Context: an optimization exercise on an open-source flow, tuned for small area. The choices shown serve that exercise and are no tape-out recipe.
The RTL was checked by simulation tests, not by an equivalence proof against the original design.
Power is estimated from default activity; no workload was simulated.

## build 31
// lagtester_video
module lagtester_video(
    input  wire        clock,
    input  wire        reset,
    input  wire [7:0]  config_data,
    input  wire [79:0] bcdcount,
    output wire [9:0]  tmds_red,
    output wire [9:0]  tmds_green,
    output wire [9:0]  tmds_blue,
    output wire        starttrigger
);
Size in the first run: ~1700 cells after synthesis, ~120 I/O pins, about 0.012 mm2 of cells after synthesis.
==> flow/config.mk <==
export PLATFORM = sky130hd
export DESIGN_NAME = lagtester_video
export DESIGN_NICKNAME = lagtester_video
export VERILOG_FILES = /design/flow/design.v
export SDC_FILE = /design/flow/constraint.sdc
export NUM_CORES = 4
export LEC_CHECK = 0
export ABC_AREA = 1
export CAP_MARGIN = 20
export CORE_MARGIN = 2
export CORE_UTILIZATION = 40
export SLEW_MARGIN = 20
export SYNTH_MEMORY_MAX_BITS = 16384
==> flow/constraint.sdc <==
create_clock -name core_clock -period 6.7 [get_ports {clock}]
set_input_delay 1.3400 -clock core_clock [delete_from_list [all_inputs] [get_ports {clock}]]
set_output_delay 1.3400 -clock core_clock [all_outputs]
set_load 0.01 [all_outputs]
standard.sh (not shown) runs the stock make flow with config.mk's settings and CLKGATE_MAP_FILE= SYNTH_SCRIPT=/design/flow/synth_recipe.tcl, a recipe that flattens the netlist after the stock synthesis.
==> flow/flow/run.sh <==
#!/bin/bash
# Layout flow: the standard synthesis, its combinational logic re-mapped for
# area (flip-flops untouched), then the standard layout steps, with 1x port
# buffers. Each tool's output goes to a log of its own in this folder.
set -euo pipefail
W=$(pwd)
F=$W/flow
R=$W/orfs/results/${FLOW_PLATFORM}/lagtester_video/base
YOSYS=$(command -v yosys || echo "$FLOW_HOME/../tools/install/yosys/bin/yosys")

# 1. standard synthesis
bash standard.sh synth > "$W/step1_synth.log" 2>&1

# 2. re-map the combinational logic
cp "$R/1_2_yosys.v" "$W/std_synth.v"
REMAP_LIB="$FLOW_HOME/platforms/${FLOW_PLATFORM}/lib/sky130_fd_sc_hd__tt_025C_1v80.lib" \
REMAP_DONT_USE="$F/dont_use.txt" REMAP_SCRIPT="$F/remap.abc" \
REMAP_IN="$W/std_synth.v" REMAP_OUT="$W/remap.v" REMAP_REPORT="$W/remap_stat.txt" \
  "$YOSYS" -c "$F/remap.tcl" > "$W/step2_remap.log" 2>&1
"$YOSYS" -p "read_liberty -lib $FLOW_HOME/platforms/${FLOW_PLATFORM}/lib/sky130_fd_sc_hd__tt_025C_1v80.lib; read_verilog $W/remap.v; hierarchy -check -top ${FLOW_TOP}; check -assert -mapped" > "$W/step2_check.log" 2>&1
cp "$W/remap.v" "$R/1_2_yosys.v"
rm -f "$R/1_synth.odb" "$R/1_synth.sdc"

# 3. the standard layout from the re-mapped netlist; ports get 1x buffers
BUFFER_PORTS_ARGS="-buffer_cell sky130_fd_sc_hd__buf_1" bash standard.sh finish > "$W/step3_layout.log" 2>&1
test -f "$W/out/final.def"
Other scripts of this flow, unchanged in this note and not shown: flow/flow/dont_use.txt, flow/flow/remap.abc, flow/flow/remap.tcl
Modified inputs, build 20 compared to build 31
# build 31
export LEC_CHECK = 0
export ABC_AREA = 1
export CAP_MARGIN = 20
export CORE_MARGIN = 2
export CORE_UTILIZATION = 40
export SLEW_MARGIN = 20
export SYNTH_MEMORY_MAX_BITS = 16384
create_clock -name core_clock -period 6.7 [get_ports {clock}]
# build 20
export LEC_CHECK = 0
export ABC_AREA = 1
export CAP_MARGIN = 0
export CORE_MARGIN = 2
export CORE_UTILIZATION = 40
export CTS_BUF_LIST = sky130_fd_sc_hd__clkbuf_8
export SLEW_MARGIN = 0
export SYNTH_MEMORY_MAX_BITS = 16384
create_clock -name core_clock -period 6.7 [get_ports {clock}]
==> run notes <==
- Reported for build 31 and build 20, tap cell count turned out identical to the last digit.
- Sort build 31 and build 20 by minimum clock period after layout asc -> top: build 31
- Core utilization is higher on build 31
--- input diff build 20..build 13 ---
# build 20
export LEC_CHECK = 0
export ABC_AREA = 1
export CAP_MARGIN = 0
export CORE_MARGIN = 2
export CORE_UTILIZATION = 40
export CTS_BUF_LIST = sky130_fd_sc_hd__clkbuf_8
export SLEW_MARGIN = 0
export SYNTH_MEMORY_MAX_BITS = 16384
create_clock -name core_clock -period 6.7 [get_ports {clock}]
# build 13
export LEC_CHECK = 0
export ABC_AREA = 1
export CAP_MARGIN = 0
export CORE_MARGIN = 2
export CORE_UTILIZATION = 40
export GPL_TIMING_DRIVEN = 0
export SLEW_MARGIN = 0
export SYNTH_MEMORY_MAX_BITS = 16384
create_clock -name core_clock -period 6.7 [get_ports {clock}]
[summary]
- Build 13 has clock network fraction of design power above what build 20 had.
- Length of routed met2 wiring: build 13 < build 20
- On share of the final layout cell area in sequential cells: between build 13 and build 20, it ends up higher for build 20.
- Where tightest hold margin is concerned, build 20 is better than build 13.
- The lower post-route cell area of build 13 and build 20 is in build 20.
- What build 20 reported for critical path depth has to be multiplied by 0.875 to get the figure for build 13.
- Between build 13 and build 20, the difference in total number of vias is negligible.
- Cmp build 13 and build 20 / post-place instance area / lower: build 13
- Build 13 ends up with a power of the clock network that is 45% higher than in build 20.

---

lagtester_video, a different RTL version from the one above (not shown whole).
Size: roughly 1700 cells after synthesis.
==> flow/config.mk <==
export PLATFORM = sky130hd
export DESIGN_NAME = lagtester_video
export DESIGN_NICKNAME = lagtester_video
export VERILOG_FILES = /design/flow/design.v
export SDC_FILE = /design/flow/constraint.sdc
export NUM_CORES = 4
export LEC_CHECK = 0
export ABC_AREA = 1
export CAP_MARGIN = 20
export CORE_MARGIN = 2
export CORE_UTILIZATION = 40
export SLEW_MARGIN = 20
export SYNTH_MEMORY_MAX_BITS = 16384
==> flow/constraint.sdc <==
create_clock -name core_clock -period 6.7 [get_ports {clock}]
set_input_delay 1.3400 -clock core_clock [delete_from_list [all_inputs] [get_ports {clock}]]
set_output_delay 1.3400 -clock core_clock [all_outputs]
set_load 0.01 [all_outputs]
==> flow/flow/run.sh <==
#!/bin/bash
# Layout flow: the standard synthesis, its combinational logic re-mapped for
# area (flip-flops untouched), then the standard layout steps, with 1x port
# buffers. Each tool's output goes to a log of its own in this folder.
set -euo pipefail
W=$(pwd)
F=$W/flow
R=$W/orfs/results/${FLOW_PLATFORM}/lagtester_video/base
LIB=$FLOW_HOME/platforms/${FLOW_PLATFORM}/lib/sky130_fd_sc_hd__tt_025C_1v80.lib
YOSYS=$(command -v yosys || echo "$FLOW_HOME/../tools/install/yosys/bin/yosys")

# 1. standard synthesis
bash standard.sh synth > "$W/step1_synth.log" 2>&1

# 2. re-map the combinational logic; keep it only if it is a clean netlist of
#    library cells that yosys proves equivalent to the standard one
cp "$R/1_2_yosys.v" "$W/std_synth.v"
use=std_synth.v
if REMAP_LIB="$LIB" REMAP_DONT_USE="$F/dont_use.txt" REMAP_SCRIPT="$F/remap.abc" \
     REMAP_IN="$W/std_synth.v" REMAP_OUT="$W/remap.v" REMAP_REPORT="$W/remap_stat.txt" \
     "$YOSYS" -c "$F/remap.tcl" > "$W/step2_remap.log" 2>&1 &&
   "$YOSYS" -p "read_liberty -lib $LIB; read_verilog $W/remap.v; hierarchy -check -top ${FLOW_TOP}; check -assert -mapped" \
     > "$W/step2_check.log" 2>&1 &&
   "$YOSYS" -p "read_liberty -wb -ignore_miss_func $LIB; read_verilog $W/std_synth.v; rename ${FLOW_TOP} gold; read_verilog $W/remap.v; rename ${FLOW_TOP} gate; hierarchy -check; flatten -wb -noscopeinfo gold gate; opt_clean; equiv_make gold gate equiv; hierarchy -top equiv; equiv_simple -undef; equiv_induct -undef; equiv_status -assert" \
     > "$W/step2_equiv.log" 2>&1; then
  use=remap.v
fi
echo "netlist used for the layout: $use" > "$W/step2_result.txt"
if [[ $use == remap.v ]]; then
  cp "$W/remap.v" "$R/1_2_yosys.v"
  rm -f "$R/1_synth.odb" "$R/1_synth.sdc"
fi

# 3. the standard layout from that netlist; ports get 1x buffers, and the
#    clock tree no dummy loads
CTS_ARGS="-sink_clustering_enable -repair_clock_nets -dont_use_dummy_load" \
BUFFER_PORTS_ARGS="-buffer_cell sky130_fd_sc_hd__buf_1" bash standard.sh finish > "$W/step3_layout.log" 2>&1
test -f "$W/out/final.def"
Other scripts of this flow, unchanged in this note and not shown: flow/flow/dont_use.txt, flow/flow/remap.abc, flow/flow/remap.tcl
The starting point completed without violations.
Next try:
--- a/flow/flow/run.sh
+++ b/flow/flow/run.sh
@@ -34,3 +34 @@
-# 3. the standard layout from that netlist; ports get 1x buffers, and the
-#    clock tree no dummy loads
-CTS_ARGS="-sink_clustering_enable -repair_clock_nets -dont_use_dummy_load" \
+# 3. the standard layout from that netlist; ports get 1x buffers
Result: Design area grows slightly; setup slack gets worse by 0.010 ns; sequential share of layout area shrinks by 0.44 points; via count is about the same; register-to-register slack is about the same; wire length shrinks slightly; clock-buffer cell count does not change.

---

lagtester_video, a different RTL version from the one above (not shown whole).
export LEC_CHECK = 0
export CAP_MARGIN = 20
export CORE_MARGIN = 2
export CORE_UTILIZATION = 40
export SLEW_MARGIN = 20
create_clock -name core_clock -period 6.7 [get_ports {clock}]
run.sh (not shown) runs the stock make flow with config.mk's settings and CLKGATE_MAP_FILE= SYNTH_SCRIPT=/design/flow/synth_recipe.tcl, a recipe that flattens the netlist after the stock synthesis.
Stock flow here: none of the scripts above is used.
The baseline ended with an error in synthesis (1_2_yosys).
==> next run, changes <==
- SYNTH_MEMORY_MAX_BITS: default -> 16384
Effect: This time the run finished but fails on setup timing.

## port drivers added, routing unchanged
No port has a modelled driver above. Below, the same layouts with a new extraction and two added sets of constraints.
Step 1 sets driving cells, clkbuf_16 on the clock port and buf_2 on the other inputs (assumed; they add their load-dependent delay and slew).
Step 2 moves the port delays by t, midway between the first and last clock arrival at a register: inputs arrive t later, outputs are due t later. That takes back most of the time a late clock gives input paths.
a / b / c = ideal ports / drivers / drivers and shift; a / b = the first two.
run	t (ns)	setup slack, ns	slew at the worst register clock pin (ns)	pins driven straight from the clock port
build 31	0.510	0.703 / 0.703 / 0.703	0.08 / 0.08	1
build 20	0.551	0.669 / 0.669 / 0.669	0.12 / 0.12	1
build 13	0.501	0.289 / 0.289 / 0.289	0.08 / 0.08	1
the first run of note 2	0.494	0.617 / 0.617 / 0.617	0.07 / 0.07	1
the second run of note 2	0.498	0.607 / 0.607 / 0.607	0.09 / 0.09	1
the second run of note 3	0.528	-1.701 / -1.701 / -1.701	0.08 / 0.08	1
